What follows belongs to an exercise in optimizing a design on an open flow for small area and a short achievable clock period; a production flow would make more cautious choices. Only simulation tests tie the RTL to the original design; equivalence was not proved. Power is estimated from default activity; no workload was simulated.

===== design/flow/flow/run.sh =====
#!/bin/bash
# Layout: the standard ORFS flow (standard.sh) with two sizing changes:
# cells may be resized across footprints, and ports get sky130 buf_4
# buffers instead of the delay buffers buffer_ports picks by default.
# Each step's full output is in orfs/logs; make's own output is in layout.log.
set -o pipefail
bash standard.sh synth > synth.log 2>&1 || exit 1
bash standard.sh MATCH_CELL_FOOTPRINT=0 \
	"BUFFER_PORTS_ARGS=-buffer_cell sky130_fd_sc_hd__buf_4" \
	finish > layout.log 2>&1

===== design/flow/design.v =====
module CPU(
	input sysclk,
	input cpu_resetn,
	output [31:0] imem_addr,
	input  [31:0] imem_rdata,
	output [31:0] dmem_addr,
	output [31:0] dmem_wdata,
	output [3:0]  dmem_wen_n,
	input  [31:0] dmem_rdata,
	output uart_tx
);
	wire [31:0] ins = imem_rdata;
	wire [6:0] op = ins[6:0];
	wire [2:0] f3 = ins[14:12];
	wire [4:0] ra = ins[19:15];
	wire [4:0] rb = ins[24:20];
	wire [4:0] rd = ins[11:7];
	wire alt = ins[30];
	wire is_lui    = (op == 7'b0110111);
	wire is_auipc  = (op == 7'b0010111);
	wire is_jal    = (op == 7'b1101111);
	wire is_jalr   = (op == 7'b1100111);
	wire is_branch = (op == 7'b1100011);
	wire is_load   = (op == 7'b0000011);
	wire is_store  = (op == 7'b0100011);
	wire is_opimm  = (op == 7'b0010011);
	wire is_op     = (op == 7'b0110011);
	wire [31:0] imm_i = {{20{ins[31]}}, ins[31:20]};
	wire [31:0] imm_s = {{20{ins[31]}}, ins[31:25], ins[11:7]};
	wire [31:0] imm_b = {{20{ins[31]}}, ins[7], ins[30:25], ins[11:8], 1'b0};
	wire [31:0] imm_u = {ins[31:12], 12'b0};
	wire [31:0] imm_j = {{12{ins[31]}}, ins[19:12], ins[20], ins[30:21], 1'b0};
	reg  [31:0] pc;
	wire [31:0] an, bn, wd;
	wire [31:0] a = ~an;
	wire [31:0] b = ~bn;
	wire we = ~(is_branch | is_store);
	wire [31:1] sa, sb, en;
	wire [31:0] q [1:31];
	genvar g, j;
	generate for (g = 1; g < 32; g = g + 1) begin : x
		assign sa[g] = (ra == g);
		assign sb[g] = (rb == g);
		assign en[g] = we & (rd == g);
		wire [31:0] dn;
		reg [31:0] r;
		wsel ws(.en(en[g]), .en_n(~en[g]), .w(wd), .q(r), .d(dn));
		always @(posedge sysclk) r <= dn;
		assign q[g] = r;
	end endgenerate
	generate for (j = 0; j < 32; j = j + 1) begin : col
		wire [31:1] c;
		for (g = 1; g < 32; g = g + 1) begin : rw
			assign c[g] = q[g][j];
		end
		rdbit pa(.s(sa), .d(c), .yn(an[j]));
		rdbit pb(.s(sb), .d(c), .yn(bn[j]));
	end endgenerate
	wire [31:0] addr;
	wire [11:0] imm12 = is_store ? {ins[31:25], ins[11:7]} : ins[31:20];
	addr_add addr_add0(.an(an), .b({{20{imm12[11]}}, imm12}), .y(addr));
	wire hc_hit, uart_hit;
	hc_eq hc_eq0(.an(an), .imm(imm12), .hit(hc_hit));
	assign uart_hit = (addr == 32'hf6fff070);
	assign dmem_addr = addr;
	assign dmem_wdata = b;
	assign dmem_wen_n = ~({4{is_store}} & ((f3 == 3'b000) ? 4'b0001 :
	                                       (f3 == 3'b001) ? 4'b0011 :
	                                       (f3 == 3'b010) ? 4'b1111 : 4'b0000));
	wire use_b = is_op | is_branch;
	wire [31:0] bsel = use_b ? b : (is_jalr ? imm_j : imm_i);
	wire slt_op = (f3 == 3'b010) | (f3 == 3'b011);
	wire sub = is_branch | ((is_op | is_opimm) & slt_op) | (is_op & (f3 == 3'b000) & alt);
	wire [31:0] bx = bsel ^ {32{sub}};
	wire [32:0] sum = {1'b0, a} + {1'b0, bx} + {32'b0, sub};
	wire ltu = ~sum[32];
	wire lt = (a[31] ^ bsel[31]) ? a[31] : ltu;
	wire eq = (a == bsel);
	wire shl = ~f3[2];
	wire [4:0] shamt = is_op ? b[4:0] : rb;
	reg  [31:0] a_rev, sr_rev;
	integer k;
	always @(*) for (k = 0; k < 32; k = k + 1) a_rev[k] = a[31-k];
	wire [31:0] sin = shl ? a_rev : a;
	wire fill = ~shl & alt & a[31];
	wire [63:0] sr64 = {{32{fill}}, sin} >> shamt;
	wire [31:0] sr = sr64[31:0];
	always @(*) for (k = 0; k < 32; k = k + 1) sr_rev[k] = sr[31-k];
	reg [31:0] hc;
	wire ld_mem = (f3 == 3'b000) | (f3 == 3'b001) | (f3 == 3'b010) | (f3 == 3'b100) | (f3 == 3'b101);
	wire [31:0] ldv_mem = (f3[1:0] == 2'b00) ? {{24{dmem_rdata[7] & ~f3[2]}}, dmem_rdata[7:0]} :
	                      (f3[1:0] == 2'b01) ? {{16{dmem_rdata[15] & ~f3[2]}}, dmem_rdata[15:0]} : dmem_rdata;
	wire [31:0] ldv_hc = (f3[1:0] == 2'b00) ? {{24{hc[7] & ~f3[2]}}, hc[7:0]} :
	                     (f3[1:0] == 2'b01) ? {{16{hc[15] & ~f3[2]}}, hc[15:0]} : hc;
	wire [31:0] ldv = hc_hit ? ldv_hc : ldv_mem;
	wire [31:0] pc4 = pc + 32'd4;
	wire [31:0] pcimm = pc + (is_branch ? imm_b : is_jal ? imm_j : imm_u);
	wire alu_op = is_op | is_opimm;
	wire s_lui  = is_lui;
	wire s_pci  = is_auipc;
	wire s_link = is_jal | is_jalr;
	wire s_ldm  = is_load & ld_mem;
	wire s_addr = (is_load & ~ld_mem) | (is_opimm & (f3 == 3'b000));
	wire s_add  = is_op & (f3 == 3'b000);
	wire s_slt  = alu_op & (f3 == 3'b010);
	wire s_sltu = alu_op & (f3 == 3'b011);
	wire s_xor  = alu_op & (f3 == 3'b100);
	wire s_or   = alu_op & (f3 == 3'b110);
	wire s_and  = alu_op & (f3 == 3'b111);
	wire s_srl  = alu_op & (f3 == 3'b101);
	wire s_sll  = alu_op & (f3 == 3'b001);
	assign wd = ({32{s_lui}} & imm_u) | ({32{s_pci}} & pcimm) | ({32{s_link}} & pc4) |
	            ({32{s_ldm}} & ldv) | ({32{s_addr}} & addr) | ({32{s_add}} & sum[31:0]) |
	            {31'b0, (s_slt & lt) | (s_sltu & ltu)} |
	            ({32{s_xor}} & (a ^ bx)) | ({32{s_or}} & (a | bx)) | ({32{s_and}} & (a & bx)) |
	            ({32{s_srl}} & sr) | ({32{s_sll}} & sr_rev);
	reg cond;
	always @(*) begin
		case (f3)
			3'b000: cond = eq;
			3'b001: cond = ~eq;
			3'b100: cond = lt;
			3'b101: cond = ~lt;
			3'b110: cond = ltu;
			3'b111: cond = ~ltu;
			default: cond = 1'b0;
		endcase
	end
	wire taken = is_branch & cond & (pcimm != 32'b0);
	wire [31:0] nextpc = (is_jal | taken) ? pcimm : is_jalr ? sum[31:0] : pc4;
	always @(posedge sysclk or negedge cpu_resetn) begin
		if (!cpu_resetn) pc <= 32'h00008000;
		else pc <= nextpc;
	end
	assign imem_addr = pc;
	always @(posedge sysclk or negedge cpu_resetn) begin
		if (!cpu_resetn) hc <= 32'd0;
		else hc <= hc + 32'd1;
	end
	wire uart_we = is_store & (f3 == 3'b000 | f3 == 3'b001 | f3 == 3'b010) & uart_hit;
	uart uart0(
		.clk(sysclk),
		.resetn(cpu_resetn),
		.we(uart_we),
		.data(b[7:0]),
		.uart_tx(uart_tx)
	);
endmodule
module rd3 (
	input [2:0] s,
	input [2:0] d,
	output yn
);
	assign yn = ~|(s & d);
endmodule
module rd1 (
	input s,
	input d,
	output yn
);
	assign yn = ~(s & d);
endmodule
module nand4m (
	input [3:0] n,
	output y
);
	assign y = ~&n;
endmodule
module nand3m (
	input [2:0] n,
	output y
);
	assign y = ~&n;
endmodule
module nor3m (
	input [2:0] m,
	output yn
);
	assign yn = ~|m;
endmodule
module rdbit (
	input [31:1] s,
	input [31:1] d,
	output yn
);
	wire [10:0] n;
	wire [2:0] m;
	genvar g;
	generate for (g = 0; g < 10; g = g + 1) begin : t
		rd3 u(.s(s[3*g+3:3*g+1]), .d(d[3*g+3:3*g+1]), .yn(n[g]));
	end endgenerate
	rd1 u31(.s(s[31]), .d(d[31]), .yn(n[10]));
	nand4m m0(.n(n[3:0]), .y(m[0]));
	nand4m m1(.n(n[7:4]), .y(m[1]));
	nand3m m2(.n(n[10:8]), .y(m[2]));
	nor3m f(.m(m), .yn(yn));
endmodule
module wsel (
	input en,
	input en_n,
	input [31:0] w,
	input [31:0] q,
	output [31:0] d
);
	assign d = (w & {32{en}}) | (q & {32{en_n}});
endmodule
module ks_add32n (
	input [31:0] an,
	input [31:0] b,
	output [31:0] y
);
	wire [31:0] a = ~an;
	reg [31:0] G, P, Gn, Pn;
	integer i, l;
	always @(*) begin
		G = a & b;
		P = a ^ b;
		for (l = 1; l < 32; l = l * 2) begin
			Gn = G;
			Pn = P;
			for (i = l; i < 32; i = i + 1) begin
				Gn[i] = G[i] | (P[i] & G[i-l]);
				Pn[i] = P[i] & P[i-l];
			end
			G = Gn;
			P = Pn;
		end
	end
	assign y = (a ^ b) ^ {G[30:0], 1'b0};
endmodule
module g_inv (input a, output y); assign y = ~a; endmodule
module g_nand2 (input a, input b, output y); assign y = ~(a & b); endmodule
module g_nor2 (input a, input b, output y); assign y = ~(a | b); endmodule
module g_a21oi (input a1, input a2, input b1, output y); assign y = ~((a1 & a2) | b1); endmodule
module g_o21ai (input a1, input a2, input b1, output y); assign y = ~((a1 | a2) & b1); endmodule
module g_xnor2 (input a, input b, output y); assign y = ~(a ^ b); endmodule
module g_nor2b (input a, input bn, output y); assign y = ~(a | ~bn); endmodule
module addr_add (
	input [31:0] an,
	input [31:0] b,
	output [31:0] y
);
	wire [31:0] p0, g0;
	wire [31:0] g1, g2, g3, g4, g5, p1, p2, p3, p4;
	genvar i;
	generate for (i = 0; i < 32; i = i + 1) begin : l0
		g_nor2b ug(.a(an[i]), .bn(b[i]), .y(g0[i]));
		g_xnor2 up(.a(an[i]), .b(b[i]), .y(p0[i]));
	end endgenerate
	generate for (i = 0; i < 32; i = i + 1) begin : l1
		if (i < 1) begin : pass
			g_inv ug(.a(g0[i]), .y(g1[i]));
		end else begin : bc
			g_a21oi ug(.a1(p0[i]), .a2(g0[i-1]), .b1(g0[i]), .y(g1[i]));
			g_nand2 up(.a(p0[i]), .b(p0[i-1]), .y(p1[i]));
		end
	end endgenerate
	generate for (i = 0; i < 32; i = i + 1) begin : l2
		if (i < 2) begin : pass
			g_inv ug(.a(g1[i]), .y(g2[i]));
		end else begin : bc
			g_o21ai ug(.a1(p1[i]), .a2(g1[i-2]), .b1(g1[i]), .y(g2[i]));
			if (i >= 4) begin : pp
				g_nor2 up(.a(p1[i]), .b(p1[i-2]), .y(p2[i]));
			end
		end
	end endgenerate
	generate for (i = 0; i < 32; i = i + 1) begin : l3
		if (i < 4) begin : pass
			g_inv ug(.a(g2[i]), .y(g3[i]));
		end else begin : bc
			g_a21oi ug(.a1(p2[i]), .a2(g2[i-4]), .b1(g2[i]), .y(g3[i]));
			if (i >= 8) begin : pp
				g_nand2 up(.a(p2[i]), .b(p2[i-4]), .y(p3[i]));
			end
		end
	end endgenerate
	generate for (i = 0; i < 32; i = i + 1) begin : l4
		if (i < 8) begin : pass
			g_inv ug(.a(g3[i]), .y(g4[i]));
		end else begin : bc
			g_o21ai ug(.a1(p3[i]), .a2(g3[i-8]), .b1(g3[i]), .y(g4[i]));
			if (i >= 16) begin : pp
				g_nor2 up(.a(p3[i]), .b(p3[i-8]), .y(p4[i]));
			end
		end
	end endgenerate
	generate for (i = 0; i < 32; i = i + 1) begin : l5
		if (i < 16) begin : pass
			g_inv ug(.a(g4[i]), .y(g5[i]));
		end else begin : bc
			g_a21oi ug(.a1(p4[i]), .a2(g4[i-16]), .b1(g4[i]), .y(g5[i]));
		end
	end endgenerate
	assign y[0] = p0[0];
	generate for (i = 1; i < 32; i = i + 1) begin : s
		g_xnor2 u(.a(p0[i]), .b(g5[i-1]), .y(y[i]));
	end endgenerate
endmodule
module hc_eq (
	input [31:0] an,
	input [11:0] imm,
	output hit
);
	localparam [31:0] K = 32'hffffff00;
	wire [31:0] a = ~an;
	wire [31:0] b = {{20{imm[11]}}, imm};
	wire [31:0] r = {(K[30:0] & a[30:0] & b[30:0]) | (~K[30:0] & (a[30:0] | b[30:0])), 1'b0};
	assign hit = ~|(a ^ b ^ K ^ r);
endmodule
module uart (
	input clk,
	input resetn,
	input we,
	input [7:0] data,
	output reg uart_tx
);
	reg [3:0] bitcount;
	reg [8:0] shifter;
	wire sending = |bitcount;
	wire busy = |bitcount[3:1];
	reg [12:0] d;
	wire ser_clk = ~d[12];
	always @(posedge clk or negedge resetn) begin
		if (!resetn) d <= 13'd0;
		else d <= d + (ser_clk ? -13'd3113 : 13'd12);
	end
	always @(posedge clk or negedge resetn) begin
		if (!resetn) begin
			uart_tx <= 1'b1;
			bitcount <= 4'd0;
		end else begin
			if (sending & ser_clk) begin
				uart_tx <= shifter[0];
				bitcount <= bitcount - 4'd1;
			end else if (we & ~busy) begin
				bitcount <= 4'd11;
			end
		end
	end
	always @(posedge clk) begin
		if (sending & ser_clk) shifter <= {1'b1, shifter[8:1]};
		else if (we & ~busy) shifter <= {data, 1'b0};
	end
endmodule

===== design/flow/config.mk =====
export PLATFORM = sky130hd
export DESIGN_NAME = CPU
export DESIGN_NICKNAME = CPU
export VERILOG_FILES = /design/flow/design.v
export SDC_FILE = /design/flow/constraint.sdc
export NUM_CORES = 4
export LEC_CHECK = 0
export CAP_MARGIN = 20
export CORE_MARGIN = 2
export CORE_UTILIZATION = 40
export PLACE_DENSITY = 0.6
export SETUP_SLACK_MARGIN = 5
export SLEW_MARGIN = 20
export SYNTH_HIERARCHICAL = 1
export TNS_END_PERCENT = 5

===== design/flow/constraint.sdc =====
create_clock -name core_clock -period 12.0 [get_ports {sysclk}]
set_input_delay 2.4000 -clock core_clock [delete_from_list [all_inputs] [get_ports {sysclk}]]
set_output_delay 2.4000 -clock core_clock [all_outputs]
set_load 0.01 [all_outputs]

===== design/flow/standard.sh =====
#!/bin/bash
# synth_recipe.tcl (not shown) runs the flow's synth.tcl, then flattens the netlist and writes it again
# the make line also repeats each setting of config.mk as NAME=value (left out here)
make -C /OpenROAD-flow-scripts/flow DESIGN_CONFIG=/design/flow/config.mk WORK_HOME=/design/flow/orfs CLKGATE_MAP_FILE= SYNTH_SCRIPT=/design/flow/synth_recipe.tcl "${@:-finish}"

==> notes.md, run 1 <==
- Count of routing violations after the opening detailed-route iteration: 13993
- Post-layout minimum cycle time: 8.94 ns
- Period utilization: 74.5%
- Clock H-tree levels: 3
- Signed area change from the synthesized netlist to the final layout: 25.0%
- Total setup violations reported at the end of the flow: 0
- Instance count of the mapped netlist: 5941
- Number of flops mapped to enable cells by yosys: 8
- Die height: 389 um
- RSZ-0062 raised after global routing: yes
- Synth async-reset ratio: 7.57%
- Class of the most critical hold timing path: reg2reg
- Fraction of the yosys area taken by sequential cells: 37.4%
- Power per standard cell area: 135 nW/um^2
- Placed cell count: 7935
- Pleak: 29.5 nW
- # nets final: 6695
- Setup CP Type: in2out
- Maximum clock frequency: 0.112 GHz
- Slew @ Worst Pin: 1.53 ns
- Final Hold Fails: 0
- Worst Path Arrival: 6.54 ns
- Pin count of the biggest net entering global routing: 54
- Setup ws final: 3.06 ns
- Fraction of synthesized cell area taken by the top area cell type: 33.5%
- Placed wire-length estimate after detailed placement: 213000 um
- Synthesized area: 59300 sq um
- DP Worst Slack: 1.52 ns
- First-pass iteration count of the detailed router: 14
- Routability Congestion: 1.03
- Crit path launch type: input port
- Vias after detailed routing: 63744
- Critical Path Fanout Max: 10
- Total global-route track usage: 40.5%
- Skew final: 0.0686 ns
- TritonCTS Buffers: 117
- Area of the die: 151000 sq um
- Setup TNS: 0 ns
- Effective utilization at floorplan: 40.2%
- Detail-routed via count per cell: 7.48
- Residual DRC: 0
- Placement row count: 141
- Die boundary width: 389 um
- Count of cell types in the netlist: 99
- Vias in the first global route: 56925
- Detailed-route wire length: 329000 um
- Run status: complete, but fails checks
- Buffer depth of the longest clock path: 3
- Synth warn: 8
- Root Buffer: sky130_fd_sc_hd__clkbuf_16
- Leftover overflow at the end of global routing: 0
- Worst relative slew slack: -2.48%
- CTS sink cnt: 1083
- Max-slew violation count: 14
- Count of input and output buffers: 166
- CTS tree: yes
- Synth top area cells: sky130_fd_sc_hd__dfxtp_1 (34%), sky130_fd_sc_hd__a22o_1 (14%), sky130_fd_sc_hd__a222oi_1 (11%)
- Post-Route Hold Slack: 0.479 ns
- Top FF cell, synth: sky130_fd_sc_hd__dfxtp_1
- Number of standard cells in the layout, taps in and fillers out: 8527
- Layout Check Failures: capacitance limit, slew limit
- Mean Syn Cell Area: 9.98 sq um
- Peak supply drop: 0.143 mV
- Worst-skew pair later-pin latency: 0.81 ns
- Antenna Violating Nets Remaining: 0
- #FFs+latches synth: 1083
- Number of maximum-capacitance constraint violations: 1
- Fraction of final layout cells with drive strength greater than 1: 25.6%
- Number of top-level pins: 167
- CTS clk-pin slew, worst paths: 0.06 ns
- Worst path required time: 9.60 ns
- Number of antenna violations at the first check in global routing: 15
- Routed wire per std cell: 38.5 um
- Global-route wire length before repair: 447000 um
- Cell taking the most area after synthesis: sky130_fd_sc_hd__dfxtp_1
- Critical Path End Type: output pin
- Core Region: 147000 sq um
## repair_timing
item / CTS / global route
hold buffers: 0 / 0
gates resized for setup: 425 / 183
cloned: 23 / 14
setup endpoints to repair: 1100 / 1100
pin swaps: 248 / 159
setup buffers: 231 / 95
## critical path, cell delays in order
cell	delay, ns
sky130_fd_sc_hd__buf_16	0.13
sky130_fd_sc_hd__buf_4	0.15
sky130_fd_sc_hd__nand3_2	0.27
sky130_fd_sc_hd__nor2_2	1.04
sky130_fd_sc_hd__nand2_1	0.14
sky130_fd_sc_hd__nand3_1	0.22
sky130_fd_sc_hd__nor3_4	0.07
sky130_fd_sc_hd__buf_12	0.14
sky130_fd_sc_hd__xnor2_2	0.47
sky130_fd_sc_hd__nand2_2	0.22
sky130_fd_sc_hd__nor2_4	0.24
sky130_fd_sc_hd__nand2_1	0.18
sky130_fd_sc_hd__nor2_2	0.22
sky130_fd_sc_hd__a21oi_4	0.10
sky130_fd_sc_hd__xnor2_4	0.35
sky130_fd_sc_hd__buf_6	0.17
## logic make-up (layout without fill, tap and decap cells)
kind of cell | count (synthesis) | in the layout | synth area share [%]
muxes | 129 | 129 | 2.61
and+or+nand+nor | 1230 | 1245 | 11.1
DFF | 1083 | 1083 | 37.4
AOI/OAI and AO/OA | 2506 | 2511 | 35.7
xor gates and xnor gates | 273 | 273 | 4.04
other | 0 | 10 | 0
adders and majority gates | 140 | 140 | 2.99
buffers and inverters | 580 | 1206 | 6.23
## flip-flops by register name (all words and copies together) (netlist names)
signal	cells
uart0.bitcount	4
x.r	992
pc	32
uart0.uart_tx	1
uart0.d	13
hc	32
uart0.shifter	9
## report_power, final
part           leakage (nW)  total, mW  switching (mW)  internal (mW)
logic                  18.4       2.15            1.37          0.773
registers              9.10       3.97           0.205           3.77
clock network          1.98       3.85            1.67           2.18
## cell usage after synthesis, types with 19 or more instances
cell and count:
sky130_fd_sc_hd__a31oi_1 19, sky130_fd_sc_hd__o221ai_1 20, sky130_fd_sc_hd__nand3_1 138, sky130_fd_sc_hd__nand2b_1 22, sky130_fd_sc_hd__nand2_1 341, sky130_fd_sc_hd__a22o_2 62, sky130_fd_sc_hd__a21o_1 54, sky130_fd_sc_hd__and2_1 19
sky130_fd_sc_hd__inv_1 234, sky130_fd_sc_hd__dfxtp_1 993, sky130_fd_sc_hd__dfrtp_1 80, sky130_fd_sc_hd__o21ai_0 148, sky130_fd_sc_hd__a222oi_1 647, sky130_fd_sc_hd__nor3_1 63, sky130_fd_sc_hd__nor2b_4 31, sky130_fd_sc_hd__ha_1 137
sky130_fd_sc_hd__o211ai_1 42, sky130_fd_sc_hd__clkbuf_1 115, sky130_fd_sc_hd__buf_6 194, sky130_fd_sc_hd__o21ai_1 61, sky130_fd_sc_hd__nor2b_1 20, sky130_fd_sc_hd__xor2_1 85, sky130_fd_sc_hd__mux2i_1 81, sky130_fd_sc_hd__nor2_1 237
sky130_fd_sc_hd__mux2_2 30, sky130_fd_sc_hd__a21oi_1 175, sky130_fd_sc_hd__a221oi_1 39, sky130_fd_sc_hd__xnor2_1 187, sky130_fd_sc_hd__a21oi_2 73, sky130_fd_sc_hd__a22o_1 945, sky130_fd_sc_hd__and3_1 37, sky130_fd_sc_hd__nand4_1 165
sky130_fd_sc_hd__nor3_2 65, sky130_fd_sc_hd__a211oi_1 42, sky130_fd_sc_hd__a22oi_1 24
## metal layers
layer  part of all wire, %  track usage (%)  wire length [um]  up-vias
li1                      -                -                 -    25606
met3                    16             17.8             54000     1274
met4                   7.8             23.4             25600       28
met1                    37             52.5            122000    31192
met2                    39             55.3            127000     5644
met5                  0.21                0               679        -
## worst paths after layout
path                                        from             to  slack [ns]  cells past startpoint
worst min register to register  uart0.shifter[0]  uart0.uart_tx        0.48                      1
worst min-delay path            uart0.shifter[0]  uart0.uart_tx        0.48                      1
worst max-delay path              imem_rdata[19]  dmem_addr[26]        3.06                     16
max in group asynchronous             cpu_resetn     uart0.d[7]        9.24                      2
worst max register to register        x[1].r[14]    x[20].r[25]        5.49                     23
min in group asynchronous             cpu_resetn         pc[23]        1.60                      1
## placed cells by master, fill, tap and decap left out, types with 122 or more instances in the layout
master	synthesis	layout
sky130_fd_sc_hd__dfxtp_1	993	993
sky130_fd_sc_hd__a22o_1	945	945
sky130_fd_sc_hd__a222oi_1	647	647
sky130_fd_sc_hd__buf_4	12	591
sky130_fd_sc_hd__nand2_1	341	295
sky130_fd_sc_hd__inv_1	234	209
sky130_fd_sc_hd__a21oi_1	175	170
sky130_fd_sc_hd__nand4_1	165	165
sky130_fd_sc_hd__nor2_1	237	154
sky130_fd_sc_hd__clkbuf_16	0	132
sky130_fd_sc_hd__o21ai_0	148	131
sky130_fd_sc_hd__xnor2_1	187	125
sky130_fd_sc_hd__nand3_1	138	122
sky130_fd_sc_hd__ha_1	137	122
## Yosys stat by module (local to each module, per instance), a selection
module | area, sq um | cells | flops+latches | copies in the design
addr_add | 7.51 | 1 | 0 | 1
g_a21oi | 8.76 | 1 | 0 | 72
g_nand2 | 3.75 | 1 | 0 | 52
g_o21ai | 5.00 | 1 | 0 | 52
g_xnor2 | 8.76 | 1 | 0 | 63
hc_eq | 851 | 105 | 0 | 1
nand3m | 5.00 | 1 | 0 | 64
nand4m | 6.26 | 1 | 0 | 128
## through the flow
| stage | instance area (sq um) | utilization (%) | power, mW |
|---|---|---|---|
| after floorplan | 60600 | - | 5.06 |
| after global placement | 63500 | 43.1 | 5.80 |
| after detailed placement | 63600 | 43.1 | 5.81 |
| after CTS | 72000 | 48.8 | 9.77 |
| after global routing | 74100 | 50.2 | 10.2 |
| final | 74100 | 50.2 | 9.97 |
## layout make-up
type | instances | area [sq um]
Antenna cell | 10 | 25.0
Multi-Input combinational cell | 4298 | 37400
Inverter | 235 | 892
Tap cell | 1930 | 2410
Fill cell | 13399 | 73400
Sequential cell | 1083 | 22200
Clock inverter | 52 | 743
Clock buffer | 165 | 3340
Timing Repair Buffer | 754 | 7100
==> run 2: changes to the inputs <==
--- a/design/flow/design.v
+++ b/design/flow/design.v
@@ -42,10 +42,8 @@
 		assign sa[g] = (ra == g);
 		assign sb[g] = (rb == g);
 		assign en[g] = we & (rd == g);
-		wire [31:0] dn;
 		reg [31:0] r;
-		wsel ws(.en(en[g]), .en_n(~en[g]), .w(wd), .q(r), .d(dn));
-		always @(posedge sysclk) r <= dn;
+		always @(posedge sysclk) if (en[g]) r <= wd;
 		assign q[g] = r;
 	end endgenerate
 	generate for (j = 0; j < 32; j = j + 1) begin : col
@@ -58,7 +56,7 @@
 	end endgenerate
 	wire [31:0] addr;
 	wire [11:0] imm12 = is_store ? {ins[31:25], ins[11:7]} : ins[31:20];
-	addr_add addr_add0(.an(an), .b({{20{imm12[11]}}, imm12}), .y(addr));
+	ks32 #(.CIN(0)) addr_add0(.an(an), .b({{20{imm12[11]}}, imm12}), .cin(1'b0), .y(addr), .coutn());
 	wire hc_hit, uart_hit;
 	hc_eq hc_eq0(.an(an), .imm(imm12), .hit(hc_hit));
 	assign uart_hit = (addr == 32'hf6fff070);
@@ -71,9 +69,11 @@
 	wire [31:0] bsel = use_b ? b : (is_jalr ? imm_j : imm_i);
 	wire slt_op = (f3 == 3'b010) | (f3 == 3'b011);
 	wire sub = is_branch | ((is_op | is_opimm) & slt_op) | (is_op & (f3 == 3'b000) & alt);
-	wire [31:0] bx = bsel ^ {32{sub}};
-	wire [32:0] sum = {1'b0, a} + {1'b0, bx} + {32'b0, sub};
-	wire ltu = ~sum[32];
+	wire [31:0] immx = is_jalr ? imm_j : imm_i;
+	wire [31:0] bx = use_b ? (b ^ {32{sub}}) : (immx ^ {32{sub}});
+	wire [31:0] sum;
+	wire ltu;
+	ks32 #(.CIN(1)) alu_add0(.an(an), .b(bx), .cin(sub), .y(sum), .coutn(ltu));
 	wire lt = (a[31] ^ bsel[31]) ? a[31] : ltu;
 	wire eq = (a == bsel);
 	wire shl = ~f3[2];
@@ -110,7 +110,7 @@
 	wire s_srl  = alu_op & (f3 == 3'b101);
 	wire s_sll  = alu_op & (f3 == 3'b001);
 	assign wd = ({32{s_lui}} & imm_u) | ({32{s_pci}} & pcimm) | ({32{s_link}} & pc4) |
-	            ({32{s_ldm}} & ldv) | ({32{s_addr}} & addr) | ({32{s_add}} & sum[31:0]) |
+	            ({32{s_ldm}} & ldv) | ({32{s_addr}} & addr) | ({32{s_add}} & sum) |
 	            {31'b0, (s_slt & lt) | (s_sltu & ltu)} |
 	            ({32{s_xor}} & (a ^ bx)) | ({32{s_or}} & (a | bx)) | ({32{s_and}} & (a & bx)) |
 	            ({32{s_srl}} & sr) | ({32{s_sll}} & sr_rev);
@@ -127,7 +127,12 @@
 		endcase
 	end
 	wire taken = is_branch & cond & (pcimm != 32'b0);
-	wire [31:0] nextpc = (is_jal | taken) ? pcimm : is_jalr ? sum[31:0] : pc4;
+	wire [31:0] np_other = is_jal ? pcimm : is_jalr ? sum : pc4;
+	wire [31:0] nextpc;
+	genvar m;
+	generate for (m = 0; m < 32; m = m + 1) begin : npm
+		g_mux2 u(.a0(np_other[m]), .a1(pcimm[m]), .s(taken), .y(nextpc[m]));
+	end endgenerate
 	always @(posedge sysclk or negedge cpu_resetn) begin
 		if (!cpu_resetn) pc <= 32'h00008000;
 		else pc <= nextpc;
@@ -195,39 +200,6 @@
 	nand3m m2(.n(n[10:8]), .y(m[2]));
 	nor3m f(.m(m), .yn(yn));
 endmodule
-module wsel (
-	input en,
-	input en_n,
-	input [31:0] w,
-	input [31:0] q,
-	output [31:0] d
-);
-	assign d = (w & {32{en}}) | (q & {32{en_n}});
-endmodule
-module ks_add32n (
-	input [31:0] an,
-	input [31:0] b,
-	output [31:0] y
-);
-	wire [31:0] a = ~an;
-	reg [31:0] G, P, Gn, Pn;
-	integer i, l;
-	always @(*) begin
-		G = a & b;
-		P = a ^ b;
-		for (l = 1; l < 32; l = l * 2) begin
-			Gn = G;
-			Pn = P;
-			for (i = l; i < 32; i = i + 1) begin
-				Gn[i] = G[i] | (P[i] & G[i-l]);
-				Pn[i] = P[i] & P[i-l];
-			end
-			G = Gn;
-			P = Pn;
-		end
-	end
-	assign y = (a ^ b) ^ {G[30:0], 1'b0};
-endmodule
 module g_inv (input a, output y); assign y = ~a; endmodule
 module g_nand2 (input a, input b, output y); assign y = ~(a & b); endmodule
 module g_nor2 (input a, input b, output y); assign y = ~(a | b); endmodule
@@ -235,16 +207,24 @@
 module g_o21ai (input a1, input a2, input b1, output y); assign y = ~((a1 | a2) & b1); endmodule
 module g_xnor2 (input a, input b, output y); assign y = ~(a ^ b); endmodule
 module g_nor2b (input a, input bn, output y); assign y = ~(a | ~bn); endmodule
-module addr_add (
+module g_maj3n (input an, input b, input c, output y); assign y = (~an & b) | (~an & c) | (b & c); endmodule
+module g_mux2 (input a0, input a1, input s, output y); assign y = s ? a1 : a0; endmodule
+module ks32 #(parameter CIN = 0) (
 	input [31:0] an,
 	input [31:0] b,
-	output [31:0] y
+	input cin,
+	output [31:0] y,
+	output coutn
 );
 	wire [31:0] p0, g0;
 	wire [31:0] g1, g2, g3, g4, g5, p1, p2, p3, p4;
 	genvar i;
 	generate for (i = 0; i < 32; i = i + 1) begin : l0
-		g_nor2b ug(.a(an[i]), .bn(b[i]), .y(g0[i]));
+		if (i == 0 && CIN) begin : c
+			g_maj3n ug(.an(an[i]), .b(b[i]), .c(cin), .y(g0[i]));
+		end else begin : n
+			g_nor2b ug(.a(an[i]), .bn(b[i]), .y(g0[i]));
+		end
 		g_xnor2 up(.a(an[i]), .b(b[i]), .y(p0[i]));
 	end endgenerate
 	generate for (i = 0; i < 32; i = i + 1) begin : l1
@@ -292,10 +272,15 @@
 			g_a21oi ug(.a1(p4[i]), .a2(g4[i-16]), .b1(g4[i]), .y(g5[i]));
 		end
 	end endgenerate
-	assign y[0] = p0[0];
+	generate if (CIN) begin : s0c
+		g_xnor2 u(.a(p0[0]), .b(~cin), .y(y[0]));
+	end else begin : s0n
+		assign y[0] = p0[0];
+	end endgenerate
 	generate for (i = 1; i < 32; i = i + 1) begin : s
 		g_xnor2 u(.a(p0[i]), .b(g5[i-1]), .y(y[i]));
 	end endgenerate
+	assign coutn = g5[31];
 endmodule
 module hc_eq (
 	input [31:0] an,
==> notes.md, run 2 <==
- Skew final: 0.0853 ns (was 0.0686 ns)
- Residual DRC: 0 (unchanged)
- Total setup violations reported at the end of the flow: 0 (unchanged)
- Commonest cells after routing, fill and taps aside: sky130_fd_sc_hd__edfxtp_1 (1000), sky130_fd_sc_hd__a222oi_1 (644), sky130_fd_sc_hd__buf_4 (501), sky130_fd_sc_hd__nand2_1 (347), sky130_fd_sc_hd__inv_1 (223) (was sky130_fd_sc_hd__dfxtp_1 (993), sky130_fd_sc_hd__a22o_1 (945), sky130_fd_sc_hd__a222oi_1 (647), sky130_fd_sc_hd__buf_4 (591), sky130_fd_sc_hd__nand2_1 (295))
- Class of the most critical hold timing path: reg2reg (unchanged)
- Delay contributed by the slowest stage of the critical path: 0.75 ns (was 1.04 ns)
- Peak supply drop: 0.130 mV (was 0.143 mV)
- Slowest cell on crit path: sky130_fd_sc_hd__a221oi_1 (was sky130_fd_sc_hd__nor2_2)
- Worst path required time: 12.47 ns (was 9.60 ns)
- Synth warn: 8 (unchanged)
- Routability Congestion: 1.05 (was 1.03)
- Crit path launch type: input port (unchanged)
- Flip-flop count of the largest register after layout: 992 (unchanged)
- Effective utilization at floorplan: 40.2% (about the same)
- Run status: no timing/DRC/antenna violations (was complete, but fails checks)
- Maximum clock frequency: 0.113 GHz (was 0.112 GHz)
- Clock H-tree levels: 3 (unchanged)
- Placement row count: 142 (was 141)
- # nets final: 5744 (was 6695)
- Register with the highest flop count: x.r (unchanged)
- Worst reg-to-reg path cell count: 19 (was 23)
- Slew @ Worst Pin: 1.16 ns (was 1.53 ns)
- Worst Path Arrival: 9.30 ns (was 6.54 ns)
- Mean Syn Cell Area: 12.1 sq um (was 9.98 sq um)
- Pleak: 26.5 nW (was 29.5 nW)
- Antenna Violating Nets Remaining: 0 (unchanged)
- Setup CP Type: in2reg (was in2out)
- Worst relative slew slack: 22.2% (was -2.48%)
- CTS clk-pin slew, worst paths: 0.06 ns (about the same)
- Worst-skew pair later-pin latency: 0.81 ns (about the same)
- First-pass iteration count of the detailed router: 11 (was 14)
- Detail-routed via count per cell: 7.13 (was 7.48)
- Total global-route track usage: 36.4% (was 40.5%)
- Signed area change from the synthesized netlist to the final layout: 24.3% (was 25.0%)
- Vias after detailed routing: 53980 (was 63744)
- Critical Path End Type: register (was output pin)
- Pin count of the biggest net entering global routing: 65 (was 54)
- Final Hold Fails: 0 (unchanged)
- Critical path cell sequence: buf_6, nand2_2, nor3_4, buf_4, a222oi_1, nand4_1, nor3_4, nand4_1, o21ai_0, xor2_1, buf_4, xnor2_2, nand2_1, o21ai_1, a21oi_2, inv_1, inv_1, xnor2_1, a221oi_1, o21ai_0, a21oi_1, nand3_1, buf_6 (was buf_16, buf_4, nand3_2, nor2_2, nand2_1, nand3_1, nor3_4, buf_12, xnor2_2, nand2_2, nor2_4, nand2_1, nor2_2, a21oi_4, xnor2_4, buf_6)
- Cells on Worst Hold Path: 1 (unchanged)
- Post-layout minimum cycle time: 8.83 ns (was 8.94 ns)
- Number of maximum-capacitance constraint violations: 0 (was 1)
- Detailed-route wire length: 286000 um (was 329000 um)
- Fraction of final layout cells with drive strength greater than 1: 27.0% (was 25.6%)
- Critical Path Fanout Max: 32 (was 10)
- Setup TNS: 0 ns (unchanged)
- Buffer depth of the longest clock path: 3 (unchanged)
- Count of routing violations after the opening detailed-route iteration: 11651 (was 13993)
- Area of all placed cells without fillers: 74500 sq um (was 74100 sq um)
- Count of input and output buffers: 166 (unchanged)
- Global-route wire length before repair: 392000 um (was 447000 um)
- Die height: 391 um (was 389 um)
- Power per standard cell area: 154 nW/um^2 (was 135 nW/um^2)
- Number of top-level pins: 167 (unchanged)
- Area of the die: 153000 sq um (was 151000 sq um)
- Die boundary width: 391 um (was 389 um)
- Number of antenna violations at the first check in global routing: 7 (was 15)
- Most frequent standard cell in the layout excluding fill and tap cells: sky130_fd_sc_hd__edfxtp_1 (was sky130_fd_sc_hd__dfxtp_1)
- Instance count of the mapped netlist: 4953 (was 5941)
- CTS sink cnt: 1083 (unchanged)
- TritonCTS Buffers: 114 (was 117)
- FILL cells: 12916 (was 13399)
- Root Buffer: sky130_fd_sc_hd__clkbuf_16 (unchanged)
- CTS tree: yes (unchanged)
- Synthesized area: 59900 sq um (was 59300 sq um)
- Hold buffer count at cts: 0 (unchanged)
- Max-slew violation count: 0 (was 14)
- Core Region: 149000 sq um (was 147000 sq um)
- RSZ-0062 raised after global routing: yes (unchanged)
- Placed wire-length estimate after detailed placement: 187000 um (was 213000 um)
- Vias in the first global route: 50711 (was 56925)
- Biggest registers after layout: x.r: 992 flops, hc: 32 flops, pc: 32 flops (unchanged)
- Routed wire per std cell: 37.7 um (was 38.5 um)
- Area of placed instances: 66500 sq um (was 63600 sq um)
- Leftover overflow at the end of global routing: 0 (unchanged)
- Period utilization: 73.6% (was 74.5%)
[run 2: repair_timing]
item,in CTS,in global routing
setup buffers,209,21
pin swaps,188,40
endpoints found under the hold margin,0,0
resized for setup,335,31
gates cloned,19,0
setup endpoints to repair,1101,1101
[run 2: stage by stage]
stage | setup slack, ns | hold slack (ns) | total power, mW | instances | util, %
2_1_floorplan | 4.38 | 0.443 | 6.19 | 4953 | -
3_3_place_gp | 1.65 | 0.461 | 7.48 | 7113 | 44.5
3_5_place_dp | 1.50 | 0.467 | 7.49 | 7115 | 44.6
4_1_cts | 3.53 | 0.473 | 11.3 | 7547 | 49.7
5_1_grt | 3.22 | 0.497 | 11.8 | 7571 | 49.9
6_report | 3.17 | 0.469 | 11.5 | 7574 | 49.9
[run 2: final timing paths]
check                             startpoint  slack (ns)                end
max                           imem_rdata[22]        3.17         x[13].r[7]
min                        uart0.bitcount[0]        0.47  uart0.bitcount[0]
max reg2reg                       x[13].r[6]        5.52         x[13].r[7]
min reg2reg                uart0.bitcount[0]        0.47  uart0.bitcount[0]
max in group asynchronous         cpu_resetn        9.25              hc[4]
min in group asynchronous         cpu_resetn        1.54        uart0.d[11]
[run 2: layer usage]
metal / up-vias / global-route usage, % / routed length, um
met5: - / 0.223 / 21
met4: 4 / 29.0 / 28400
met3: 1076 / 11.6 / 40800
met2: 4655 / 53.2 / 120000
met1: 26400 / 44.2 / 96600
li1: 21845 / - / -
[run 2: power by group]
group / total [mW] / internal (mW) / switching [mW]
Combinational: 3.58 / 1.29 / 2.29
Sequential: 4.34 / 4.20 / 0.140
Clock: 3.56 / 1.99 / 1.57
[run 2: critical path: cells and delay by family]
kind,cells,cell delay (ns)
compound gates,7,2.46
xor+xnor,3,0.68
buf+inv,6,1.27
simple gates,7,2.39
[run 2: final cells by class]
class	instances	area, sq um	area share, %
timing repair buffer	617	5700	7.65
multi-input combinational	3486	29700	39.8
clock inverter	69	779	1.05
clock buffer	135	2930	3.93
inverter	237	911	1.22
sequential	1083	32100	43.1
tap	1944	2430	3.26
antenna	3	7.51	0.0101
==> run 3: changes to the inputs <==
--- a/design/flow/design.v
+++ b/design/flow/design.v
@@ -36,11 +36,11 @@
 	wire [31:0] b = ~bn;
 	wire we = ~(is_branch | is_store);
 	wire [31:1] sa, sb, en;
+	dec5 deca(.r(ra), .s(sa));
+	dec5 decb(.r(rb), .s(sb));
 	wire [31:0] q [1:31];
 	genvar g, j;
 	generate for (g = 1; g < 32; g = g + 1) begin : x
-		assign sa[g] = (ra == g);
-		assign sb[g] = (rb == g);
 		assign en[g] = we & (rd == g);
 		reg [31:0] r;
 		always @(posedge sysclk) if (en[g]) r <= wd;
@@ -109,8 +109,13 @@
 	wire s_and  = alu_op & (f3 == 3'b111);
 	wire s_srl  = alu_op & (f3 == 3'b101);
 	wire s_sll  = alu_op & (f3 == 3'b001);
-	assign wd = ({32{s_lui}} & imm_u) | ({32{s_pci}} & pcimm) | ({32{s_link}} & pc4) |
-	            ({32{s_ldm}} & ldv) | ({32{s_addr}} & addr) | ({32{s_add}} & sum) |
+	wire [31:0] wd_rest;
+	genvar w;
+	generate for (w = 0; w < 32; w = w + 1) begin : wdm
+		g_a21o u(.a1(s_add), .a2(sum[w]), .b1(wd_rest[w]), .y(wd[w]));
+	end endgenerate
+	assign wd_rest = ({32{s_lui}} & imm_u) | ({32{s_pci}} & pcimm) | ({32{s_link}} & pc4) |
+	            ({32{s_ldm}} & ldv) | ({32{s_addr}} & addr) |
 	            {31'b0, (s_slt & lt) | (s_sltu & ltu)} |
 	            ({32{s_xor}} & (a ^ bx)) | ({32{s_or}} & (a | bx)) | ({32{s_and}} & (a & bx)) |
 	            ({32{s_srl}} & sr) | ({32{s_sll}} & sr_rev);
@@ -208,6 +213,8 @@
 module g_xnor2 (input a, input b, output y); assign y = ~(a ^ b); endmodule
 module g_nor2b (input a, input bn, output y); assign y = ~(a | ~bn); endmodule
 module g_maj3n (input an, input b, input c, output y); assign y = (~an & b) | (~an & c) | (b & c); endmodule
+module g_nand3 (input a, input b, input c, output y); assign y = ~(a & b & c); endmodule
+module g_a21o (input a1, input a2, input b1, output y); assign y = (a1 & a2) | b1; endmodule
 module g_mux2 (input a0, input a1, input s, output y); assign y = s ? a1 : a0; endmodule
 module ks32 #(parameter CIN = 0) (
 	input [31:0] an,
@@ -293,6 +300,27 @@
 	wire [31:0] r = {(K[30:0] & a[30:0] & b[30:0]) | (~K[30:0] & (a[30:0] | b[30:0])), 1'b0};
 	assign hit = ~|(a ^ b ^ K ^ r);
 endmodule
+module dec5 (
+	input [4:0] r,
+	output [31:1] s
+);
+	wire [4:0] rn;
+	wire [3:0] lo_n;
+	wire [7:0] hi_n;
+	genvar i;
+	generate for (i = 0; i < 5; i = i + 1) begin : iv
+		g_inv u(.a(r[i]), .y(rn[i]));
+	end endgenerate
+	generate for (i = 0; i < 4; i = i + 1) begin : lo
+		g_nand2 u(.a(i[0] ? r[0] : rn[0]), .b(i[1] ? r[1] : rn[1]), .y(lo_n[i]));
+	end endgenerate
+	generate for (i = 0; i < 8; i = i + 1) begin : hi
+		g_nand3 u(.a(i[0] ? r[2] : rn[2]), .b(i[1] ? r[3] : rn[3]), .c(i[2] ? r[4] : rn[4]), .y(hi_n[i]));
+	end endgenerate
+	generate for (i = 1; i < 32; i = i + 1) begin : o
+		g_nor2 u(.a(hi_n[i >> 2]), .b(lo_n[i & 3]), .y(s[i]));
+	end endgenerate
+endmodule
 module uart (
 	input clk,
 	input resetn,
==> design/flow/flow/run.sh (replaced) <==
#!/bin/bash
# Layout: the standard ORFS flow (standard.sh) with two sizing changes:
# cells may be resized across footprints, and ports get sky130 buf_4
# buffers instead of the delay buffers buffer_ports picks by default; the
# floorplan step removes synthesis buffers instead of sizing without wires.
# Each step's full output is in orfs/logs; make's own output is in layout.log.
set -o pipefail
bash standard.sh synth > synth.log 2>&1 || exit 1
bash standard.sh MATCH_CELL_FOOTPRINT=0 \
	"BUFFER_PORTS_ARGS=-buffer_cell sky130_fd_sc_hd__buf_4" REMOVE_ABC_BUFFERS=1 \
	finish > layout.log 2>&1
--- a/design/flow/config.mk
+++ b/design/flow/config.mk
@@ -9,7 +9,7 @@
 export CORE_MARGIN = 2
 export CORE_UTILIZATION = 40
 export PLACE_DENSITY = 0.6
-export SETUP_SLACK_MARGIN = 5
+export SETUP_SLACK_MARGIN = 3.4
 export SLEW_MARGIN = 20
 export SYNTH_HIERARCHICAL = 1
 export TNS_END_PERCENT = 5
==> notes.md, run 3 <==
- Detailed-route wire length: 289000 um (was 286000 um)
- Antenna Violating Nets Remaining: 0 (unchanged)
- Worst Path Arrival: 6.55 ns (was 9.30 ns)
- Critical path cell sequence: buf_16, clkinvlp_4, buf_4, nand3_4, nor2_4, buf_6, a222oi_1, nand4_1, nor3_4, buf_6, xnor2_4, nand2_2, nor2_4, nand2_1, nor2_1, a21oi_4, xnor2_2, buf_4, buf_6 (was buf_6, nand2_2, nor3_4, buf_4, a222oi_1, nand4_1, nor3_4, nand4_1, o21ai_0, xor2_1, buf_4, xnor2_2, nand2_1, o21ai_1, a21oi_2, inv_1, inv_1, xnor2_1, a221oi_1, o21ai_0, a21oi_1, nand3_1, buf_6)
- Flip-flop count of the largest register after layout: 992 (unchanged)
- Worst reg-to-reg setup slack: 5.19 ns (was 5.52 ns)
- Core Region: 147000 sq um (was 149000 sq um)
- Signed area change from the synthesized netlist to the final layout: 21.9% (was 24.3%)
- Buffers and inverters on the worst path: 7 (was 6)
- Register with the highest flop count: x.r (unchanged)
- Post-layout minimum cycle time: 8.95 ns (was 8.83 ns)
- Maximum clock frequency: 0.112 GHz (was 0.113 GHz)
- Worst hold endpoint: uart0.bitcount[0] (unchanged)
- Worst relative slew slack: 21.3% (was 22.2%)
- Routability Congestion: 1.05 (about the same)
- Placed wire-length estimate after detailed placement: 199000 um (was 187000 um)
- Crit path launch type: input port (unchanged)
- Delay contributed by the slowest stage of the critical path: 0.74 ns (was 0.75 ns)
- Clock H-tree levels: 3 (unchanged)
- Peak supply drop: 0.131 mV (was 0.130 mV)
- Pleak: 25.9 nW (was 26.5 nW)
- Cells on Worst Hold Path: 1 (unchanged)
- Global-route wire length before repair: 395000 um (was 392000 um)
- TritonCTS Buffers: 112 (was 114)
- Commonest cells after routing, fill and taps aside: sky130_fd_sc_hd__edfxtp_1 (1000), sky130_fd_sc_hd__a222oi_1 (651), sky130_fd_sc_hd__buf_4 (528), sky130_fd_sc_hd__nand2_1 (318), sky130_fd_sc_hd__inv_1 (231) (was sky130_fd_sc_hd__edfxtp_1 (1000), sky130_fd_sc_hd__a222oi_1 (644), sky130_fd_sc_hd__buf_4 (501), sky130_fd_sc_hd__nand2_1 (347), sky130_fd_sc_hd__inv_1 (223))
- Setup TNS: 0 ns (unchanged)
- Critical Path End Type: output pin (was register)
- Reg2Reg Launch Point: x[7].r[18] (was x[13].r[6])
- Power per standard cell area: 158 nW/um^2 (was 154 nW/um^2)
- Worst path required time: 9.60 ns (was 12.47 ns)
- CTS tree: yes (unchanged)
- Most frequent standard cell in the layout excluding fill and tap cells: sky130_fd_sc_hd__edfxtp_1 (unchanged)
- Critical Path Fanout Max: 15 (was 32)
- Total global-route track usage: 36.9% (was 36.4%)
- RSZ-0062 raised after global routing: yes (unchanged)
- Period utilization: 74.6% (was 73.6%)
- Hold buffer count at cts: 0 (unchanged)
- Area of the die: 151000 sq um (was 153000 sq um)
- Routed wire per std cell: 38.8 um (was 37.7 um)
- CTS sink cnt: 1083 (unchanged)
- Final core occ: 49.0% (was 49.9%)
- Die height: 389 um (was 391 um)
- Vias after detailed routing: 53426 (was 53980)
- Slew @ Worst Pin: 1.18 ns (was 1.16 ns)
- Number of antenna violations at the first check in global routing: 11 (was 7)
- Residual DRC: 0 (unchanged)
- Die boundary width: 389 um (was 391 um)
- Top cell family by delay on the critical path: simple AND/OR/NAND/NOR gates (was compound AO/OA/AOI/OAI gates)
- Worst reg-to-reg path cell count: 21 (was 19)
- Placement row count: 141 (was 142)
- Leftover overflow at the end of global routing: 0 (unchanged)
- Mean Syn Cell Area: 12.3 sq um (was 12.1 sq um)
- Count of input and output buffers: 166 (unchanged)
- Min-delay src: uart0.bitcount[0] (unchanged)
- Number of maximum-capacitance constraint violations: 0 (unchanged)
- Root Buffer: sky130_fd_sc_hd__clkbuf_16 (unchanged)
- CTS clk-pin slew, worst paths: 0.06 ns (about the same)
- Destination of the worst register-to-register timing path: x[17].r[12] (was x[13].r[7])
- Final Hold Fails: 0 (unchanged)
- Critical path startpoint: imem_rdata[19] (was imem_rdata[22])
- Worst-skew pair later-pin latency: 0.79 ns (was 0.81 ns)
- Detail-routed via count per cell: 7.18 (was 7.13)
- Setup CP Type: in2out (was in2reg)
- Slowest cell on crit path: sky130_fd_sc_hd__nand4_1 (was sky130_fd_sc_hd__a221oi_1)
- Fraction of final layout cells with drive strength greater than 1: 25.7% (was 27.0%)
- Instance count of the mapped netlist: 4844 (was 4953)
- Total power: 11.4 mW (was 11.5 mW)
- Buffer depth of the longest clock path: 3 (unchanged)
- Run status: no timing/DRC/antenna violations (unchanged)
- Synth warn: 8 (unchanged)
- Synthesized area: 59300 sq um (was 59900 sq um)
- Effective utilization at floorplan: 40.2% (about the same)
- Vias in the first global route: 49601 (was 50711)
- Pin count of the biggest net entering global routing: 61 (was 65)
- Total setup violations reported at the end of the flow: 0 (unchanged)
- Most frequent CP cell: sky130_fd_sc_hd__buf_6
- # nets final: 5621 (was 5744)
- Count of routing violations after the opening detailed-route iteration: 12462 (was 11651)
- Max-slew violation count: 0 (unchanged)
- Biggest registers after layout: x.r: 992 flops, hc: 32 flops, pc: 32 flops (unchanged)
- Class of the most critical hold timing path: reg2reg (unchanged)
- First-pass iteration count of the detailed router: 14 (was 11)
- Number of top-level pins: 167 (unchanged)
- Skew final: 0.0893 ns (was 0.0853 ns)
## run 3: layer usage
metal / wire (um) / GRT usage [%] / part of all wire [%]
met5: 35 / 0 / 0.012
met4: 24900 / 24.3 / 8.6
met3: 41400 / 10.8 / 14
met2: 120000 / 54.1 / 42
met1: 102000 / 47.3 / 35
## run 3: area by class of cell
class / count / area [sq um]
Inverter: 241 / 935
Clock inverter: 64 / 761
Multi-Input combinational cell: 3400 / 28400
Fill cell: 13074 / 75200
Clock buffer: 138 / 2920
Timing Repair Buffer: 578 / 4790
Tap cell: 1930 / 2410
Sequential cell: 1083 / 32100
Antenna cell: 5 / 12.5
## run 3: worst max-delay path by stage
stage          cells after the start            end  slack, ns
2_1_floorplan                     18          pc[0]       1.64
3_3_place_gp                      24    x[19].r[19]       1.27
3_5_place_dp                      23    x[18].r[22]       1.16
4_1_cts                           20  dmem_addr[30]       3.32
5_1_grt                           19  dmem_addr[19]       3.07
6_report                          19  dmem_addr[30]       3.05
## run 3: power breakdown
part | leakage [nW] | total, mW | internal, mW | switching, mW
registers | 10.3 | 4.33 | 4.20 | 0.129
clock network | 1.78 | 3.55 | 2.00 | 1.55
logic | 13.7 | 3.53 | 1.23 | 2.30
total | 25.9 | 11.4 | 7.43 | 3.98
## run 3: what timing repair did
action,4_1_cts,5_1_grt
resized for setup,259,97
buffers inserted,132,45
pin swaps,111,71
cloned,9,2
endpoints found under the hold margin,0,0
setup endpoints to repair,1033,912
## run 3: per-stage QoR
stage,instances,instance area [sq um],setup slack [ns],hold WS [ns]
3_5_place_dp,7044,65000,1.16,0.468
6_report,7439,72300,3.05,0.478
2_1_floorplan,4714,58800,1.64,0.445
4_1_cts,7387,71300,3.32,0.480
3_3_place_gp,7043,65000,1.27,0.464
5_1_grt,7434,72300,3.07,0.493
==> run 4: changes to the inputs <==
--- a/design/flow/config.mk
+++ b/design/flow/config.mk
@@ -8,6 +8,7 @@
 export CAP_MARGIN = 20
 export CORE_MARGIN = 2
 export CORE_UTILIZATION = 40
+export CTS_BUF_LIST = sky130_fd_sc_hd__clkbuf_8
 export PLACE_DENSITY = 0.6
 export SETUP_SLACK_MARGIN = 3.4
 export SLEW_MARGIN = 20
==> notes.md, run 4 <==
- Critical Path End Type: output pin (unchanged)
- Worst Path Arrival: 6.60 ns (was 6.55 ns)
- Synth warn: 8 (unchanged)
- Vias in the first global route: 50296 (was 49601)
- Area of the die: 151000 sq um (unchanged)
- Core Region: 147000 sq um (unchanged)
- Placed cell count: 7044 (unchanged)
- Fraction of final layout cells with drive strength greater than 1: 26.9% (was 25.7%)
- TritonCTS Buffers: 180 (was 112)
- Max-slew violation count: 0 (unchanged)
- Min-delay src: uart0.bitcount[0] (unchanged)
- Global-route wire length before repair: 397000 um (was 395000 um)
- Crit path launch type: input port (unchanged)
- Die height: 389 um (unchanged)
- Skew final: 0.0990 ns (was 0.0893 ns)
- Flip-flop count of the largest register after layout: 992 (unchanged)
- Worst hold endpoint: uart0.bitcount[0] (unchanged)
- Placement row count: 141 (unchanged)
- Fraction of power spent switching nets: 36.6% (was 34.9%)
- Destination of the worst register-to-register timing path: x[17].r[19] (was x[17].r[12])
- Part of the total power dissipated in the clock network: 27.8% (was 31.1%)
- Pin count of the biggest net entering global routing: 61 (unchanged)
- Placed wire-length estimate after detailed placement: 199000 um (unchanged)
- Routed wire per std cell: 38.5 um (was 38.8 um)
- Cell-internal power: 6.94 mW (was 7.43 mW)
- Worst reg-to-reg path cell count: 21 (unchanged)
- Hold buffer count at cts: 0 (unchanged)
- Setup TNS: 0 ns (unchanged)
- Count of routing violations after the opening detailed-route iteration: 12148 (was 12462)
- Synthesized area: 59300 sq um (unchanged)
- Critical Path Fanout Max: 14 (was 15)
- Instance count of the mapped netlist: 4844 (unchanged)
- Detailed-route wire length: 292000 um (was 289000 um)
- Vias after detailed routing: 54249 (was 53426)
- Gate power share: 32.7% (was 31.0%)
- Number of top-level pins: 167 (unchanged)
- Period utilization: 75.0% (was 74.6%)
- Reg2Reg Launch Point: x[13].r[23] (was x[7].r[18])
- Routability Congestion: 1.05 (unchanged)
- Most frequent standard cell in the layout excluding fill and tap cells: sky130_fd_sc_hd__edfxtp_1 (unchanged)
- Leftover overflow at the end of global routing: 0 (unchanged)
- Final core occ: 49.1% (was 49.0%)
- RSZ-0062 raised after global routing: yes (unchanged)
- Worst relative slew slack: 20.3% (was 21.3%)
- Proportion of power drawn by flip-flops and latches: 39.5% (was 38.0%)
- Antenna Violating Nets Remaining: 0 (unchanged)
- Effective utilization at floorplan: 40.2% (unchanged)
- Signed area change from the synthesized netlist to the final layout: 22.1% (was 21.9%)
- Class of the most critical hold timing path: reg2reg (unchanged)
- Number of standard cells in the layout, taps in and fillers out: 7587 (was 7439)
- Register with the highest flop count: x.r (unchanged)
- Detail-routed via count per cell: 7.15 (was 7.18)
- Final Hold Fails: 0 (unchanged)
- Worst path required time: 9.60 ns (about the same)
- CTS tree: yes (unchanged)
- Commonest cells after routing, fill and taps aside: sky130_fd_sc_hd__edfxtp_1 (1000), sky130_fd_sc_hd__a222oi_1 (651), sky130_fd_sc_hd__buf_4 (518), sky130_fd_sc_hd__nand2_1 (312), sky130_fd_sc_hd__inv_1 (291) (was sky130_fd_sc_hd__edfxtp_1 (1000), sky130_fd_sc_hd__a222oi_1 (651), sky130_fd_sc_hd__buf_4 (528), sky130_fd_sc_hd__nand2_1 (318), sky130_fd_sc_hd__inv_1 (231))
- Number of antenna violations at the first check in global routing: 15 (was 11)
- Switching power: 4.01 mW (was 3.98 mW)
- Power per standard cell area: 151 nW/um^2 (was 158 nW/um^2)
- Clock H-tree levels: 4 (was 3)
- Slew @ Worst Pin: 1.17 ns (was 1.18 ns)
- Maximum clock frequency: 0.111 GHz (was 0.112 GHz)
- Worst reg-to-reg setup slack: 5.23 ns (was 5.19 ns)
- CTS sink cnt: 1083 (unchanged)
- Root Buffer: sky130_fd_sc_hd__clkbuf_8 (was sky130_fd_sc_hd__clkbuf_16)
- Number of maximum-capacitance constraint violations: 0 (unchanged)
- Post-layout minimum cycle time: 9.00 ns (was 8.95 ns)
- Worst-skew pair later-pin latency: 0.94 ns (was 0.79 ns)
- Buffer depth of the longest clock path: 3 (unchanged)
- Setup CP Type: in2out (unchanged)
- Cells on Worst Hold Path: 1 (unchanged)
- FILL cells: 13132 (was 13074)
- Count of input and output buffers: 166 (unchanged)
- Mean Syn Cell Area: 12.3 sq um (unchanged)
- Peak supply drop: 0.104 mV (was 0.131 mV)
- Biggest registers after layout: x.r: 992 flops, hc: 32 flops, pc: 32 flops (unchanged)
- Total global-route track usage: 37.1% (was 36.9%)
- First-pass iteration count of the detailed router: 15 (was 14)
- # nets final: 5720 (was 5621)
- Pleak: 26.2 nW (was 25.9 nW)
- Total setup violations reported at the end of the flow: 0 (unchanged)
- Run status: no timing/DRC/antenna violations (unchanged)
- CTS clk-pin slew, worst paths: 0.06 ns (about the same)
- Residual DRC: 0 (unchanged)
- Die boundary width: 389 um (unchanged)
run 4: worst max-delay path by stage:
stage	startpoint	end	slack, ns	cells after the start
4_1_cts	imem_rdata[19]	dmem_addr[30]	3.32	20
2_1_floorplan	imem_rdata[2]	pc[0]	1.64	18
5_1_grt	imem_rdata[16]	dmem_addr[24]	3.01	21
6_report	imem_rdata[18]	dmem_addr[15]	3.00	19
3_3_place_gp	imem_rdata[16]	x[19].r[19]	1.27	24
3_5_place_dp	imem_rdata[15]	x[18].r[22]	1.16	23
run 4: layout make-up:
cell class,count,area (sq um),area share [%]
inverters,241,927,1.28
flip-flops and latches,1083,32100,44.3
clock buffers,184,2530,3.50
diodes,6,15.0,0.0207
repair buffers,608,5260,7.26
well taps,1930,2410,3.33
clock inverters,134,727,1.00
multi-input cells,3401,28500,39.3
run 4: power by group through the flow:
stage	combinational [mW]	sequential (mW)	clock (mW)
after global placement	3.04	4.40	0
after CTS	3.34	4.33	3.07
after global routing	3.67	4.34	3.23
final	3.58	4.33	3.04
after floorplan	1.67	4.38	0
after detailed placement	3.04	4.40	0
run 4: timing repair:
item                                    CTS  global route
buffers inserted                        138            68
resized for setup                       282           154
gates cloned                             10             3
endpoints found under the setup margin  924           931
pin swaps                               115            92
run 4: metrics by stage:
step / area [sq um] / worst slack, ns / total power [mW] / hold WS [ns]
finish: 72400 / 3.00 / 11.0 / 0.483
global placement: 65000 / 1.27 / 7.45 / 0.464
CTS: 71000 / 3.32 / 10.7 / 0.480
global route: 72400 / 3.01 / 11.2 / 0.494
floorplan: 58800 / 1.64 / 6.05 / 0.445
detailed placement: 65000 / 1.16 / 7.44 / 0.468
run 4: per-layer routing:
| metal | track usage, % | part of all wire (%) |
|---|---|---|
| met4 | 25.7 | 8.7 |
| met3 | 10.8 | 14 |
| met2 | 54.1 | 42 |
| met5 | 0 | 0.036 |
| met1 | 47.5 | 35 |
run 4: worst max-delay path, cell delays in order:
cell	delay, ns
sky130_fd_sc_hd__buf_12	0.15
sky130_fd_sc_hd__clkinvlp_4	0.19
sky130_fd_sc_hd__buf_6	0.16
sky130_fd_sc_hd__nand3_4	0.13
sky130_fd_sc_hd__buf_4	0.14
sky130_fd_sc_hd__nor2_4	0.08
sky130_fd_sc_hd__buf_12	0.17
sky130_fd_sc_hd__a222oi_1	0.37
sky130_fd_sc_hd__nand4_1	0.78
sky130_fd_sc_hd__nor3_4	0.41
sky130_fd_sc_hd__buf_6	0.18
sky130_fd_sc_hd__xnor2_4	0.18
sky130_fd_sc_hd__nand2_2	0.15
sky130_fd_sc_hd__nor2_2	0.21
sky130_fd_sc_hd__a21oi_2	0.10
sky130_fd_sc_hd__o21ai_2	0.19
sky130_fd_sc_hd__inv_1	0.10
sky130_fd_sc_hd__xnor2_2	0.30
sky130_fd_sc_hd__buf_4	0.19
==> run 5: changes to the inputs <==
--- a/design/flow/design.v
+++ b/design/flow/design.v
@@ -58,7 +58,7 @@
 	wire [11:0] imm12 = is_store ? {ins[31:25], ins[11:7]} : ins[31:20];
 	ks32 #(.CIN(0)) addr_add0(.an(an), .b({{20{imm12[11]}}, imm12}), .cin(1'b0), .y(addr), .coutn());
 	wire hc_hit, uart_hit;
-	hc_eq hc_eq0(.an(an), .imm(imm12), .hit(hc_hit));
+	assign hc_hit = (addr == 32'hffffff00);
 	assign uart_hit = (addr == 32'hf6fff070);
 	assign dmem_addr = addr;
 	assign dmem_wdata = b;
@@ -289,17 +289,6 @@
 	end endgenerate
 	assign coutn = g5[31];
 endmodule
-module hc_eq (
-	input [31:0] an,
-	input [11:0] imm,
-	output hit
-);
-	localparam [31:0] K = 32'hffffff00;
-	wire [31:0] a = ~an;
-	wire [31:0] b = {{20{imm[11]}}, imm};
-	wire [31:0] r = {(K[30:0] & a[30:0] & b[30:0]) | (~K[30:0] & (a[30:0] | b[30:0])), 1'b0};
-	assign hit = ~|(a ^ b ^ K ^ r);
-endmodule
 module dec5 (
 	input [4:0] r,
 	output [31:1] s
==> notes.md, run 5 <==
- Effective utilization at floorplan: 40.4% (was 40.2%)
- Count of routing violations after the opening detailed-route iteration: 13734 (was 12148)
- DP Worst Slack: 0.662 ns (was 1.16 ns)
- Number of antenna violations at the first check in global routing: 14 (was 15)
- Reg2Reg Launch Point: x[4].r[9] (was x[13].r[23])
- Die boundary width: 388 um (was 389 um)
- Routability Congestion: 1.07 (was 1.05)
- Final Hold Fails: 0 (unchanged)
- Power per standard cell area: 150 nW/um^2 (was 151 nW/um^2)
- Area of the die: 151000 sq um (about the same)
- Peak supply drop: 0.121 mV (was 0.104 mV)
- Proportion of power drawn by flip-flops and latches: 39.7% (was 39.5%)
- # nets final: 5687 (was 5720)
- Number of top-level pins: 167 (unchanged)
- Worst reg-to-reg setup slack: 5.11 ns (was 5.23 ns)
- FILL cells: 12866 (was 13132)
- Synth warn: 8 (unchanged)
- Worst reg-to-reg path cell count: 28 (was 21)
- Number of maximum-capacitance constraint violations: 0 (unchanged)
- Vias after detailed routing: 54796 (was 54249)
- Root Buffer: sky130_fd_sc_hd__clkbuf_8 (unchanged)
- Mean Syn Cell Area: 12.3 sq um (about the same)
- Total global-route track usage: 38.3% (was 37.1%)
- Worst path required time: 9.60 ns (about the same)
- Total setup violations reported at the end of the flow: 0 (unchanged)
- Destination of the worst register-to-register timing path: x[20].r[23] (was x[17].r[19])
- Post-layout minimum cycle time: 9.01 ns (was 9.00 ns)
- Pin count of the biggest net entering global routing: 71 (was 61)
- Count of input and output buffers: 166 (unchanged)
- Setup ws final: 2.99 ns (was 3.00 ns)
- Pleak: 26.5 nW (was 26.2 nW)
- Final core occ: 49.7% (was 49.1%)
- Worst relative slew slack: 5.64% (was 20.3%)
- TritonCTS Buffers: 178 (was 180)
- Worst Path Arrival: 6.61 ns (was 6.60 ns)
- Antenna Violating Nets Remaining: 0 (unchanged)
- Residual DRC: 0 (unchanged)
- Instance count of the mapped netlist: 4818 (was 4844)
- Commonest cells after routing, fill and taps aside: sky130_fd_sc_hd__edfxtp_1 (1000), sky130_fd_sc_hd__a222oi_1 (655), sky130_fd_sc_hd__buf_4 (560), sky130_fd_sc_hd__nand2_1 (355), sky130_fd_sc_hd__inv_1 (237) (was sky130_fd_sc_hd__edfxtp_1 (1000), sky130_fd_sc_hd__a222oi_1 (651), sky130_fd_sc_hd__buf_4 (518), sky130_fd_sc_hd__nand2_1 (312), sky130_fd_sc_hd__inv_1 (291))
- Global-route wire length before repair: 407000 um (was 397000 um)
- Part of the total power dissipated in the clock network: 28.9% (was 27.8%)
- CTS tree: yes (unchanged)
- Run status: no timing/DRC/antenna violations (unchanged)
- Setup CP Type: in2out (unchanged)
- Cell-internal power: 6.93 mW (was 6.94 mW)
- Class of the most critical hold timing path: reg2reg (unchanged)
- Vias in the first global route: 50883 (was 50296)
- Clock H-tree levels: 4 (unchanged)
- CTS sink cnt: 1083 (unchanged)
[run 5: area by class of cell]
cell class	instances	area, sq um	area share, %
Sequential cell	1083	32100	44.3
Multi-Input combinational cell	3410	28300	39.0
Timing Repair Buffer	648	5640	7.78
Clock buffer	185	2550	3.51
Tap cell	1917	2400	3.31
Clock inverter	131	813	1.12
Inverter	192	739	1.02
Antenna cell	9	22.5	0.0310
[run 5: layer usage]
layer | track usage, % | up-vias
li1 | - | 21656
met1 | 49.7 | 26606
met2 | 52.8 | 5348
met3 | 15.4 | 1154
met4 | 24.0 | 32
met5 | 1.91 | -
[run 5: how the worst max path moves through the flow]
stage                    endpoint  slack [ns]            from
floorplan                   pc[0]        0.62   imem_rdata[2]
global placement      x[13].r[26]        0.59  imem_rdata[16]
detailed placement    x[13].r[26]        0.66  imem_rdata[15]
CTS                    x[19].r[0]        3.31  imem_rdata[24]
global route        dmem_addr[21]        3.12  imem_rdata[19]
finish              dmem_addr[21]        2.99  imem_rdata[19]
[run 5: critical path, cell delays in order]
cell and delay (ns):
sky130_fd_sc_hd__buf_16 0.13, sky130_fd_sc_hd__clkinvlp_4 0.19, sky130_fd_sc_hd__buf_6 0.17, sky130_fd_sc_hd__nand3_4 0.12, sky130_fd_sc_hd__buf_4 0.14, sky130_fd_sc_hd__nor2_4 0.10
sky130_fd_sc_hd__buf_12 0.19, sky130_fd_sc_hd__a222oi_1 0.48, sky130_fd_sc_hd__nand4_1 0.53, sky130_fd_sc_hd__nor3_4 0.37, sky130_fd_sc_hd__buf_6 0.29, sky130_fd_sc_hd__nor2b_4 0.07
sky130_fd_sc_hd__a21oi_2 0.25, sky130_fd_sc_hd__o21ai_4 0.10, sky130_fd_sc_hd__a21oi_2 0.20, sky130_fd_sc_hd__o21ai_2 0.10, sky130_fd_sc_hd__a21oi_4 0.23, sky130_fd_sc_hd__xnor2_1 0.16
sky130_fd_sc_hd__buf_4 0.21, sky130_fd_sc_hd__buf_4 0.14
[run 5: through the flow]
| step | cells | instance area [sq um] | hold WS (ns) | power [mW] |
|---|---|---|---|---|
| 2_1_floorplan | 4671 | 58400 | 0.445 | 5.92 |
| 3_3_place_gp | 7041 | 65100 | 0.461 | 7.31 |
| 3_5_place_dp | 7041 | 65100 | 0.472 | 7.30 |
| 4_1_cts | 7496 | 71000 | 0.480 | 10.6 |
| 5_1_grt | 7568 | 72500 | 0.499 | 11.1 |
| 6_report | 7575 | 72500 | 0.479 | 10.9 |
[run 5: power by group through the flow]
stage                     clock [mW]  combinational, mW  sequential, mW
after global placement             0               2.91            4.40
after floorplan                    0               1.55            4.37
after detailed placement           0               2.91            4.40
after global routing            3.32               3.49            4.33
final                           3.14               3.42            4.32
after CTS                       3.17               3.10            4.32
[run 5: timing repair]
action | 4_1_cts | 5_1_grt
hold endpoints to repair | 0 | 0
pin swaps | 120 | 99
setup endpoints to repair | 1056 | 1054
setup buffers | 125 | 69
resized for setup | 228 | 179
cloned | 14 | 1

Check on run 5: ideal ports give 2.993 ns setup slack; a clkbuf_16 on the clock port and buf_2 on the inputs give 2.899 ns; moving port delays by the midpoint clock arrival (0.998 ns) as well gives 2.009 ns.
